What follows belongs to an exercise in optimizing a design on an open flow for small area and a short achievable clock period; a production flow would make more cautious choices.

==> inputs of run a <==
## pipelined_iir
module pipelined_iir(clk, reset, x, y);
  input wire clk, reset;
  input wire signed [31:0] x;
  output wire signed [31:0] y;
  reg [31:0] xr;    
  reg [43:0] qr;    
  wire [63:0] t;
  wire [43:0] q = t[63:20];
  reg [63:0] w11;   
  reg [4:0] wc11;  
  reg [63:0] w10;   
  reg [4:0] wc10;  
  reg [63:0] w9;   
  reg [4:0] wc9;  
  reg [63:0] w8;   
  reg [4:0] wc8;  
  reg [63:0] w7;   
  reg [4:0] wc7;  
  reg [63:0] w6;   
  reg [4:0] wc6;  
  reg [63:0] w5;   
  reg [4:0] wc5;  
  reg [63:0] w4;   
  reg [4:0] wc4;  
  reg [63:0] w3;   
  reg [4:0] wc3;  
  reg [63:0] w2;   
  reg [4:0] wc2;  
  reg [63:0] s1;    
  wire n1 = qr[1] ^ qr[0];
  wire n2 = qr[2] ^ qr[1];
  wire n3 = qr[3] ^ qr[2];
  wire n4 = qr[4] ^ qr[3];
  wire n5 = qr[5] ^ qr[4];
  wire n6 = qr[6] ^ qr[5];
  wire n7 = qr[7] ^ qr[6];
  wire n8 = qr[8] ^ qr[7];
  wire n9 = qr[9] ^ qr[8];
  wire n10 = qr[10] ^ qr[9];
  wire n11 = qr[11] ^ qr[10];
  wire n12 = qr[12] ^ qr[11];
  wire n13 = qr[13] ^ qr[12];
  wire n14 = qr[14] ^ qr[13];
  wire n15 = qr[15] ^ qr[14];
  wire n16 = qr[16] ^ qr[15];
  wire n17 = qr[17] ^ qr[16];
  wire n18 = qr[18] ^ qr[17];
  wire n19 = qr[19] ^ qr[18];
  wire n20 = qr[20] ^ qr[19];
  wire n21 = qr[21] ^ qr[20];
  wire n22 = qr[22] ^ qr[21];
  wire n23 = qr[23] ^ qr[22];
  wire n24 = qr[24] ^ qr[23];
  wire n25 = qr[25] ^ qr[24];
  wire n26 = qr[26] ^ qr[25];
  wire n27 = qr[27] ^ qr[26];
  wire n28 = qr[28] ^ qr[27];
  wire n29 = qr[29] ^ qr[28];
  wire n30 = qr[30] ^ qr[29];
  wire n31 = qr[31] ^ qr[30];
  wire n32 = qr[32] ^ qr[31];
  wire n33 = qr[33] ^ qr[32];
  wire n34 = qr[34] ^ qr[33];
  wire n35 = qr[35] ^ qr[34];
  wire n36 = qr[36] ^ qr[35];
  wire n37 = qr[37] ^ qr[36];
  wire n38 = qr[38] ^ qr[37];
  wire n39 = qr[39] ^ qr[38];
  wire n40 = qr[40] ^ qr[39];
  wire n41 = qr[41] ^ qr[40];
  wire n42 = qr[42] ^ qr[41];
  wire n43 = qr[43] ^ qr[42];
  wire n44 = qr[43] ^ qr[43];
  wire n45 = qr[43] ^ qr[43];
  wire n46 = qr[1] & qr[0];
  ...
==> flow/config.mk <==
export PLATFORM = sky130hd
export DESIGN_NAME = pipelined_iir
export DESIGN_NICKNAME = pipelined_iir
export VERILOG_FILES = /design/flow/design.v
export SDC_FILE = /design/flow/constraint.sdc
export NUM_CORES = 8
export LEC_CHECK = 0
export CAP_MARGIN = 40
export CORE_MARGIN = 2
export CORE_UTILIZATION = 45
export SLEW_MARGIN = 40
export SYNTH_HIERARCHICAL = 1
export SYNTH_MINIMUM_KEEP_SIZE = 0
==> flow/constraint.sdc <==
create_clock -name core_clock -period 32.0 [get_ports {clk}]
set_input_delay 6.4000 -clock core_clock [delete_from_list [all_inputs] [get_ports {clk}]]
set_output_delay 6.4000 -clock core_clock [all_outputs]
set_load 0.01 [all_outputs]
standard.sh (not shown) runs the stock make flow with config.mk's settings and CLKGATE_MAP_FILE= SYNTH_SCRIPT=/design/flow/synth_recipe.tcl, a recipe that flattens the netlist after the stock synthesis.
==> flow/flow/run.sh <==
#!/bin/bash
set -euo pipefail
export SETUP_SLACK_MARGIN=15
bash standard.sh MATCH_CELL_FOOTPRINT=0 finish > standard.log 2>&1
==> inputs of run b, as changes to run a <==
==> flow/flow/run.sh (replaced) <==
#!/bin/bash
set -euo pipefail
export SETUP_SLACK_MARGIN=16
bash standard.sh MATCH_CELL_FOOTPRINT=0 finish > standard.log 2>&1
==> notes.md <==
metric                                                       run a             run b
Status                            no timing/DRC/antenna violations  no timing/DRC/antenna violations
Hpwl dp                                                 454,000 um        458,000 um
Worst Hold Margin                                         0.376 ns          0.375 ns
Register area                                           16,700 um2        16,700 um2
Met2 wire len                                           265,000 um        267,000 um
Worst setup slack for register-to-register paths          15.19 ns          16.06 ns
Post-CTS setup-driven buffer insertion count                   130               150
Antenna violations before repair                                39                37
Initial drt markers                                          8,607             8,436
Filler-free cell count of the finished design               16,500            16,500
Fmax achieved                                           0.0576 GHz        0.0575 GHz
Number of vias per cell                                       5.72              5.74
Global routing usage on met2                                 56.4%             57.0%
# clk buffers                                                  166               154
Worst path arrival time                                   10.95 ns          10.98 ns
Source of the worst hold timing path              w8[1]$_SDFF_PP0_  w4[0]$_SDFF_PP0_
CP peak stage delay                                        0.61 ns           0.58 ns
Total GRT Usage                                              37.8%             38.3%
Utilization after layout                                     50.6%             50.9%
Function was not checked in any run of this note: the RTL went through the layout flow alone.

## port drivers added, routing unchanged
How much do the figures lean on ideal ports? The routed layouts below were timed once more, with nothing changed but the port constraints. Step 1, drivers: a clkbuf_16 drives clk and a buf_2 each remaining input, both assumed. Step 2 moves the port delays by t, midway between the first and last clock arrival at a register: inputs arrive t later, outputs are due t later. That takes back most of the time a late clock gives input paths. Three values: ideal ports, drivers, drivers and shift; two values: the first two.
run	t, ns	slack for setup (ns)	slew at the worst register clock pin (ns)	pins driven straight from the clock port
run a	1.043	14.645 / 14.584 / 14.523	0.07 / 0.07	1
run b	0.968	14.619 / 14.580 / 14.580	0.08 / 0.08	1
After both steps every run listed still meets setup and hold. The setup slack of run a, which loses most, moves by -0.061 ns with the drivers and by -0.122 ns with both steps.
